Background: an optimization exercise with open tools, aiming at small area. Do not read the settings as production practice. Only simulation tests tie the RTL to the original design; equivalence was not proved. Power and IR drop assume default switching activity.

==> exp/umber <==
// fpga_top
module fpga_top (
    input wire WF_CLK, WF_BUTTON,
    input wire rst,  
    input bump0, bump1, bump2, bump3, bump4, bump5,
    input wire motorL_encdr, motorR_encdr,
    input wire ir_snsrch0, ir_snsrch1, ir_snsrch2, ir_snsrch3,
            ir_snsrch4, ir_snsrch5, ir_snsrch6, ir_snsrch7,
    output wire ir_drive0, ir_drive1, ir_drive2, ir_drive3,
            ir_drive4, ir_drive5, ir_drive6, ir_drive7,
    output wire ir_evenLED, ir_oddLED,
    output wire motorL_pwm, motorR_pwm,
    output wire motorL_en, motorR_en,
    output reg motorL_dir, motorR_dir,
    output reg WF_LED
    );
export LEC_CHECK = 0
export CAP_MARGIN = 20
export CORE_MARGIN = 2
export CORE_UTILIZATION = 65
export CTS_BUF_LIST = sky130_fd_sc_hd__clkbuf_16
export CTS_CLUSTER_DIAMETER = 120
export CTS_CLUSTER_SIZE = 24
export GPL_TIMING_DRIVEN = 0
export PLACE_DENSITY = 0.75
export SLEW_MARGIN = 20
create_clock -name core_clock -period 12.0 [get_ports {WF_CLK}]
standard.sh (not shown) runs the stock make flow with config.mk's settings and CLKGATE_MAP_FILE= SYNTH_SCRIPT=/design/flow/synth_recipe.tcl, a recipe that flattens the netlist after the stock synthesis.
==> flow/flow/run.sh <==
#!/bin/bash
# Standard layout, except that the combinational logic of the standard
# synthesis is re-mapped by ABC for area (every register instance is kept
# with its name and cell type), ports get buf_1 buffers, and CTS inserts no
# dummy loads. Each tool's output goes to its own log file here.
set -euo pipefail
F=$(cd "$(dirname "${BASH_SOURCE[0]}")" && pwd)
R=orfs/results/$FLOW_PLATFORM/fpga_top/base
export BUFFER_PORTS_ARGS="-buffer_cell sky130_fd_sc_hd__buf_1"
export CTS_ARGS="-sink_clustering_enable -repair_clock_nets -sink_clustering_size 24 -sink_clustering_max_diameter 120 -buf_list sky130_fd_sc_hd__clkbuf_16 -dont_use_dummy_load"
bash standard.sh synth > synth.log 2>&1
cp "$R/1_2_yosys.v" "$R/1_2_yosys_standard.v"
LIB="$FLOW_HOME/platforms/sky130hd/lib/sky130_fd_sc_hd__tt_025C_1v80.lib" \
SRC_NETLIST="$R/1_2_yosys_standard.v" DST_NETLIST="$R/1_2_yosys.v" \
ABC_SCRIPT="$F/abc_area.script" ABC_D=9000 \
  yosys -c "$F/reabc.tcl" > reabc.log 2>&1
rm -f "$R/1_synth.odb" "$R/1_synth.sdc"
bash standard.sh > layout.log 2>&1
==> flow/flow/abc_area.script <==
strash
&get -n
&dch
&nf -R 1000
&put
topo
upsize -c
dnsize -c
&get -n
&dch
&nf -R 1000
&put
topo
upsize -c
dnsize -c
&get -n
&dch
&nf -R 1000
&put
topo
upsize -c
dnsize -c
==> flow/flow/reabc.tcl <==
# Re-map the combinational logic of the standard synthesis netlist for area,
# keeping every register instance (name, cell type) as it is.
yosys -import
set lib $::env(LIB)
set src $::env(SRC_NETLIST)
set dst $::env(DST_NETLIST)
set script $::env(ABC_SCRIPT)
read_liberty -ignore_miss_func $lib
read_verilog $src
hierarchy -top fpga_top
blackbox sky130_fd_sc_hd__*df* sky130_fd_sc_hd__*dl* sky130_fd_sc_hd__tap* sky130_fd_sc_hd__conb*
flatten
hierarchy -top fpga_top
techmap
opt -purge
set du {}
foreach c {lpflow_bleeder_1 lpflow_clkbufkapwr_1 lpflow_clkbufkapwr_16 lpflow_clkbufkapwr_2 lpflow_clkbufkapwr_4 lpflow_clkbufkapwr_8 lpflow_clkinvkapwr_1 lpflow_clkinvkapwr_16 lpflow_clkinvkapwr_2 lpflow_clkinvkapwr_4 lpflow_clkinvkapwr_8 lpflow_decapkapwr_12 lpflow_decapkapwr_3 lpflow_decapkapwr_4 lpflow_decapkapwr_6 lpflow_decapkapwr_8 lpflow_inputiso0n_1 lpflow_inputiso0p_1 lpflow_inputiso1n_1 lpflow_inputiso1p_1 lpflow_inputisolatch_1 lpflow_isobufsrc_1 lpflow_isobufsrc_16 lpflow_isobufsrc_2 lpflow_isobufsrc_4 lpflow_isobufsrc_8 lpflow_isobufsrckapwr_16 lpflow_lsbuf_lh_hl_isowell_tap_1 lpflow_lsbuf_lh_hl_isowell_tap_2 lpflow_lsbuf_lh_hl_isowell_tap_4 lpflow_lsbuf_lh_isowell_4 lpflow_lsbuf_lh_isowell_tap_1 lpflow_lsbuf_lh_isowell_tap_2 lpflow_lsbuf_lh_isowell_tap_4 probe_p_8 probec_p_8} {
  lappend du -dont_use sky130_fd_sc_hd__$c
}
set fp [open abc.constr w]
puts $fp "set_driving_cell sky130_fd_sc_hd__buf_1"
puts $fp "set_load 5"
close $fp
abc -liberty $lib {*}$du -script $script -constr abc.constr -D $::env(ABC_D)
opt_clean -purge
setundef -zero
hilomap -singleton -hicell sky130_fd_sc_hd__conb_1 HI -locell sky130_fd_sc_hd__conb_1 LO
insbuf -buf sky130_fd_sc_hd__buf_4 A X
opt_clean -purge
read_liberty -lib $lib
hierarchy -top fpga_top
check -assert -mapped
stat -liberty $lib
write_verilog -noattr -nohex -nodec $dst
==> inputs of exp/willow, as changes to exp/umber <==
--- a/flow/design.v
+++ b/flow/design.v
@@ -116,36 +116,11 @@
     wire [17:0] csa_b = {1'd0, tmin, 1'b0};
     wire [17:0] csa_c = {2'd0, tmax};
     wire [17:0] csa_s = csa_a ^ csa_b ^ csa_c;
     wire [17:0] csa_k = {(csa_a[16:0] & csa_b[16:0]) | (csa_a[16:0] & csa_c[16:0]) |
                          (csa_b[16:0] & csa_c[16:0]), 1'b0};
-    function [17:0] addbk(input [17:0] a, input [17:0] b);
-        reg [17:0] g, p, G, P;
-        reg [18:0] c;
-        integer j, d;
-        begin
-            g = a & b;
-            p = a ^ b;
-            G = g;
-            P = p;
-            for (d = 1; d < 18; d = d * 2)
-                for (j = 2 * d - 1; j < 18; j = j + 2 * d) begin
-                    G[j] = G[j] | (P[j] & G[j - d]);
-                    P[j] = P[j] & P[j - d];
-                end
-            for (d = 8; d >= 1; d = d / 2)
-                for (j = 3 * d - 1; j < 18; j = j + 2 * d) begin
-                    G[j] = G[j] | (P[j] & G[j - d]);
-                    P[j] = P[j] & P[j - d];
-                end
-            c[0] = 1'b0;
-            for (j = 0; j < 18; j = j + 1)
-                c[j + 1] = G[j];
-            addbk = p ^ c[17:0];
-        end
-    endfunction
-    wire [17:0] thr_sum = addbk(csa_s, csa_k);
+    wire [17:0] thr_sum = csa_s + csa_k;
     reg [15:0] threshold;
     always @(posedge WF_CLK) begin
         if (rst)
             threshold <= 16'd0;
         else if (state == INIT && press && !rst_d)
@@ -165,29 +140,28 @@
     wire pos_ok_raw = (ir_color[3] | ir_color[4]) &
                       (ir_color[7:5] == {ir_color[0], ir_color[1], ir_color[2]});
     wire goal_raw = ir_color[0] & ir_color[7] & ~&ir_color;
     wire [2:0] left_sum = ir_color[7] + ir_color[6] + ir_color[5] + ir_color[4];
     wire [2:0] right_sum = ir_color[0] + ir_color[1] + ir_color[2] + ir_color[3];
-    localparam [17:0] DB_START = 18'h2215b;
-    localparam [17:0] DB_ONE = 18'h042b6;   
+    localparam [17:0] DB_END = 18'h082b9;  
     wire [3:0] db_in = {goal_raw, pos_ok_raw, lost_raw, on_track_raw};
-    reg [3:0] db_out;
+    reg [3:0] db_out, db_hit;
     reg [71:0] db_cnt;
-    reg [3:0] db_ge, db_fix;
+    reg [3:0] db_ge;
     always @(*)
-        for (i = 0; i < 4; i = i + 1) begin
-            db_fix[i] = &db_cnt[i*18 +: 17];
-            db_ge[i] = db_fix[i] & db_cnt[i*18+17];
-        end
+        for (i = 0; i < 4; i = i + 1)
+            db_ge[i] = db_hit[i] | (db_cnt[i*18 +: 18] == DB_END);
     always @(posedge WF_CLK) begin
         for (i = 0; i < 4; i = i + 1) begin
-            if (rst || rst_d || db_in[i] == db_out[i])
-                db_cnt[i*18 +: 18] <= (rst_d && !rst && i == 1) ? DB_ONE : DB_START;
-            else
+            if (rst || rst_d || db_in[i] == db_out[i]) begin
+                db_cnt[i*18 +: 18] <= {17'd0, rst_d && !rst && i == 1};
+                db_hit[i] <= 1'b0;
+            end else begin
                 db_cnt[i*18 +: 18] <= {db_cnt[i*18 +: 17],
-                                       ~(db_cnt[i*18+17] ^ db_cnt[i*18+10]) ^
-                                       (db_fix[i] & ~db_cnt[i*18+17])};
+                                       ~(db_cnt[i*18+17] ^ db_cnt[i*18+10])};
+                db_hit[i] <= db_ge[i];
+            end
             if (rst)
                 db_out[i] <= 1'b0;
             else if (db_ge[i])
                 db_out[i] <= db_in[i];
         end
==> flow/run.sh (new file) <==
#!/bin/bash
# synth_recipe.tcl (not shown) runs the flow's synth.tcl, then flattens the netlist and writes it again
# the make line also repeats each setting of config.mk as NAME=value (left out here)
make -C /OpenROAD-flow-scripts/flow DESIGN_CONFIG=/design/flow/config.mk WORK_HOME=/design/flow/orfs CLKGATE_MAP_FILE= SYNTH_SCRIPT=/design/flow/synth_recipe.tcl finish
==> flow/config.mk (replaced) <==
export PLATFORM = sky130hd
export DESIGN_NAME = fpga_top
export DESIGN_NICKNAME = fpga_top
export VERILOG_FILES = /design/flow/design.v
export SDC_FILE = /design/flow/constraint.sdc
export NUM_CORES = 4
export LEC_CHECK = 0
export CAP_MARGIN = 20
export CORE_MARGIN = 2
export CORE_UTILIZATION = 60
export CTS_BUF_LIST = sky130_fd_sc_hd__clkbuf_16
export CTS_CLUSTER_DIAMETER = 150
export CTS_CLUSTER_SIZE = 30
export GPL_TIMING_DRIVEN = 0
export PLACE_DENSITY = 0.7
export SLEW_MARGIN = 20
removed: flow/flow/run.sh
removed: flow/flow/abc_area.script
removed: flow/flow/reabc.tcl
removed: flow/standard.sh
==> inputs of exp/fjord, as changes to exp/umber <==
--- a/flow/flow/run.sh
+++ b/flow/flow/run.sh
@@ -5,11 +5,11 @@
 # dummy loads. Each tool's output goes to its own log file here.
 set -euo pipefail
 F=$(cd "$(dirname "${BASH_SOURCE[0]}")" && pwd)
 R=orfs/results/$FLOW_PLATFORM/fpga_top/base
 export BUFFER_PORTS_ARGS="-buffer_cell sky130_fd_sc_hd__buf_1"
-export CTS_ARGS="-sink_clustering_enable -repair_clock_nets -sink_clustering_size 24 -sink_clustering_max_diameter 120 -buf_list sky130_fd_sc_hd__clkbuf_16 -dont_use_dummy_load"
+export CTS_ARGS="-sink_clustering_enable -repair_clock_nets -sink_clustering_size 28 -sink_clustering_max_diameter 130 -buf_list sky130_fd_sc_hd__clkbuf_16 -dont_use_dummy_load"
 bash standard.sh synth > synth.log 2>&1
 cp "$R/1_2_yosys.v" "$R/1_2_yosys_standard.v"
 LIB="$FLOW_HOME/platforms/sky130hd/lib/sky130_fd_sc_hd__tt_025C_1v80.lib" \
 SRC_NETLIST="$R/1_2_yosys_standard.v" DST_NETLIST="$R/1_2_yosys.v" \
 ABC_SCRIPT="$F/abc_area.script" ABC_D=9000 \
--- a/flow/flow/abc_area.script
+++ b/flow/flow/abc_area.script
@@ -18,5 +18,12 @@
 &nf -R 1000
 &put
 topo
 upsize -c
 dnsize -c
+&get -n
+&dch
+&nf -R 1000
+&put
+topo
+upsize -c
+dnsize -c
==> flow/config.mk (replaced) <==
export PLATFORM = sky130hd
export DESIGN_NAME = fpga_top
export DESIGN_NICKNAME = fpga_top
export VERILOG_FILES = /design/flow/design.v
export SDC_FILE = /design/flow/constraint.sdc
export NUM_CORES = 4
export LEC_CHECK = 0
export CAP_MARGIN = 5
export CORE_MARGIN = 2
export CORE_UTILIZATION = 65
export CTS_BUF_LIST = sky130_fd_sc_hd__clkbuf_16
export CTS_CLUSTER_DIAMETER = 130
export CTS_CLUSTER_SIZE = 28
export GPL_TIMING_DRIVEN = 0
export PLACE_DENSITY = 0.75
export SLEW_MARGIN = 5
==> impl_metrics.json <==
{
  "nFlopsAndLatches": 510,
  "start_util_pct": 66.06,
  "status": "complete, no violations",
  "clk_pin_slew_ns": 0.10,
  "r2r_start": "ttd[64]",
  "avgSynthCellArea_um2": 9.058,
  "postLayoutCellArea_um2": 25910,
  "antenna_cells": 0,
  "place_ws_ns": 0.3594,
  "crit_start": "threshold[1]",
  "slowest_delay_ns": 0.52,
  "maxPowerGroup": "sequential cells",
  "dpl_cell_area_um2": 25150,
  "fin_util_pct": 70.77,
  "timing.slew.headroom_pct": 29.68,
  "switching_share_pct": 32.68,
  "cp_max_fo": 10,
  "die_y_um": 196.9,
  "seq_area_um2": 11670,
  "first_global_vias": 18114,
  "period_minus_slack_ns": 11.30
}
[end of results for exp/umber]
==> impl_metrics.json <==
{
  "status": "complete, no violations",
  "antenna_cells": 1,
  "period_minus_slack_ns": 11.40,
  "start_util_pct": 65.92,
  "cp_max_fo": 5,
  "avgSynthCellArea_um2": 8.973,
  "crit_start": "ttd[34]",
  "die_y_um": 196.5,
  "r2r_start": "ttd[34]",
  "dpl_cell_area_um2": 25000,
  "switching_share_pct": 34.05
}
[end of results for exp/fjord]
==> impl_metrics.json <==
{
  "status": "complete, no violations",
  "nFlopsAndLatches": 514,
  "crit_start": "threshold[0]",
  "start_util_pct": 60.76,
  "switching_share_pct": 38.22,
  "cp-end-kind": "output port",
  "dpl_cell_area_um2": 28700,
  "r2r_start": "ttd[123]",
  "postLayoutCellArea_um2": 29310,
  "first_global_vias": 19707,
  "clk_pin_slew_ns": 0.12,
  "die_y_um": 218.4,
  "period_minus_slack_ns": 11.48,
  "timing.slew.headroom_pct": 27.79,
  "avgSynthCellArea_um2": 10.03,
  "slowest_delay_ns": 0.63,
  "maxPowerGroup": "combinational cells",
  "seq_area_um2": 11750,
  "place_ws_ns": 0.8374,
  "fin_util_pct": 64.59
}
[end of results for exp/willow]

* * *

==> branch onyx <==
fpga_top again, from the RTL that the note above started with.
// fpga_top
module fpga_top (
    input wire WF_CLK, WF_BUTTON,
    input wire rst,  
    input bump0, bump1, bump2, bump3, bump4, bump5,
    input wire motorL_encdr, motorR_encdr,
    input wire ir_snsrch0, ir_snsrch1, ir_snsrch2, ir_snsrch3,
            ir_snsrch4, ir_snsrch5, ir_snsrch6, ir_snsrch7,
    output wire ir_drive0, ir_drive1, ir_drive2, ir_drive3,
            ir_drive4, ir_drive5, ir_drive6, ir_drive7,
    output wire ir_evenLED, ir_oddLED,
    output wire motorL_pwm, motorR_pwm,
    output wire motorL_en, motorR_en,
    output reg motorL_dir, motorR_dir,
    output reg WF_LED
    );
Settings: LEC_CHECK=0, CAP_MARGIN=20, CORE_MARGIN=2, CORE_UTILIZATION=70, CTS_BUF_LIST=sky130_fd_sc_hd__clkbuf_8, CTS_CLUSTER_DIAMETER=100, CTS_CLUSTER_SIZE=16, GPL_TIMING_DRIVEN=0, PLACE_DENSITY=0.8, SLEW_MARGIN=20; clock period 12.0 ns.
==> flow/flow/run.sh <==
#!/bin/bash
# Standard layout, except that the combinational logic of the standard
# synthesis is re-mapped by ABC for area (every register instance is kept
# with its name and cell type), ports get buf_1 buffers, and CTS inserts no
# dummy loads. Each tool's output goes to its own log file here.
set -euo pipefail
F=$(cd "$(dirname "${BASH_SOURCE[0]}")" && pwd)
R=orfs/results/$FLOW_PLATFORM/fpga_top/base
export BUFFER_PORTS_ARGS="-buffer_cell sky130_fd_sc_hd__buf_1"
export CTS_ARGS="-sink_clustering_enable -repair_clock_nets -sink_clustering_size 16 -sink_clustering_max_diameter 100 -buf_list sky130_fd_sc_hd__clkbuf_8 -dont_use_dummy_load"
bash standard.sh synth > synth.log 2>&1
cp "$R/1_2_yosys.v" "$R/1_2_yosys_standard.v"
LIB="$FLOW_HOME/platforms/sky130hd/lib/sky130_fd_sc_hd__tt_025C_1v80.lib" \
SRC_NETLIST="$R/1_2_yosys_standard.v" DST_NETLIST="$R/1_2_yosys.v" \
ABC_SCRIPT="$F/abc_area.script" ABC_D=9000 \
  yosys -c "$F/reabc.tcl" > reabc.log 2>&1
rm -f "$R/1_synth.odb" "$R/1_synth.sdc"
bash standard.sh > layout.log 2>&1
==> flow/flow/abc_area.script <==
strash
&get -n
&dch
&nf -R 1000
&put
topo
upsize -c
dnsize -c
&get -n
&dch
&nf -R 1000
&put
topo
upsize -c
dnsize -c
&get -n
&dch
&nf -R 1000
&put
topo
upsize -c
dnsize -c
Other scripts of this flow, unchanged in this note and not shown: flow/flow/reabc.tcl
==> branch zinc (differences from branch onyx) <==
--- a/flow/flow/run.sh
+++ b/flow/flow/run.sh
@@ -9,3 +9,3 @@
 export BUFFER_PORTS_ARGS="-buffer_cell sky130_fd_sc_hd__buf_1"
-export CTS_ARGS="-sink_clustering_enable -repair_clock_nets -sink_clustering_size 16 -sink_clustering_max_diameter 100 -buf_list sky130_fd_sc_hd__clkbuf_8 -dont_use_dummy_load"
+export CTS_ARGS="-sink_clustering_enable -repair_clock_nets -sink_clustering_size 24 -sink_clustering_max_diameter 120 -buf_list sky130_fd_sc_hd__clkbuf_16 -dont_use_dummy_load"
 bash standard.sh synth > synth.log 2>&1
==> flow/flow/abc_area.script (replaced) <==
strash
&get -n
&dch
&nf -R 1000
&put
topo
stime -c
buffer -c
upsize -c
dnsize -c
--- a/flow/config.mk
+++ b/flow/config.mk
@@ -9,8 +9,8 @@
 export CORE_MARGIN = 2
-export CORE_UTILIZATION = 70
-export CTS_BUF_LIST = sky130_fd_sc_hd__clkbuf_8
-export CTS_CLUSTER_DIAMETER = 100
-export CTS_CLUSTER_SIZE = 16
+export CORE_UTILIZATION = 65
+export CTS_BUF_LIST = sky130_fd_sc_hd__clkbuf_16
+export CTS_CLUSTER_DIAMETER = 120
+export CTS_CLUSTER_SIZE = 24
 export GPL_TIMING_DRIVEN = 0
-export PLACE_DENSITY = 0.8
+export PLACE_DENSITY = 0.75
 export SLEW_MARGIN = 20
==> run summary <==
Area after synthesis: branch zinc is higher than branch onyx (about 3%). Against branch zinc, the clock power of branch onyx is smaller by 8.8%. Flip-flop and latch count is the same in branch zinc and branch onyx. Between branch onyx and branch zinc, the lower non-clock buffer count is in branch onyx (gap 65). Sequential power is about the same in branch zinc and branch onyx. Against branch zinc, the sequential share of layout area of branch onyx is higher by 0.76 points. In branch onyx the design area is lower than in branch zinc, by about 1.7%.
==> figures <==
	branch zinc	branch onyx
Outcome	no timing/DRC/antenna violations	no timing/DRC/antenna violations
Period utilization	0.9531	0.9468
Gr usage total	0.3134	0.2931
Switching power share of the total	0.3527	0.3358
Final Worst Setup Slack	0.5633 ns	0.6382 ns
Leakage	9.629 nW	9.148 nW
Antenna violations before repair	1	0
Area occupied by multi-input gates	12,180 um^2	12,020 um^2
Met3 wirelength from detailed routing	3.683 mm	3.368 mm
Placed Instances	3,329	3,172
Count of cells along the worst register-to-register path	49	62
Internal power contribution	2.845 mW	2.617 mW
Number of global-route vias before repair	18,840	18,420
Worst hold-check slack	0.3328 ns	0.3479 ns
Critical R2R Launch	ttd[112]	ttd[64]
Synthesized area divided by synthesized cell count	8.948 um^2	9.058 um^2

## afterwards: timing with drivers on the ports
The flow's constraints put no driver on any port. The routed layouts listed below were extracted and timed again, unchanged, in two steps.
Step 1 sets driving cells, clkbuf_16 on the clock port and buf_2 on the other inputs (assumed; they add their load-dependent delay and slew).
Step 2 times the ports against the registers' clock, not the clock port: input delays grow and output delays shrink by t, the midpoint of the rising clock arrivals with the driver on.
Three values: ideal, step 1, step 2; two values: the first two.
| run | t, ns | setup WS [ns] | worst setup path at the end | pins driven straight from the clock port |
|---|---|---|---|---|
| exp/umber | 0.618 | 0.704 / 0.646 / 0.870 | register to register | 1 |
| exp/willow | 0.621 | 0.518 / 0.460 / 1.081 | register to output | 1 |
| exp/fjord | 0.592 | 0.602 / 0.602 / 0.602 | register to register | 1 |
| branch onyx | 0.633 | 0.638 / 0.591 / 0.794 | register to register | 1 |
| branch zinc | 0.627 | 0.563 / 0.507 / 1.134 | register to output | 1 |
After both steps every run listed still meets setup and hold.
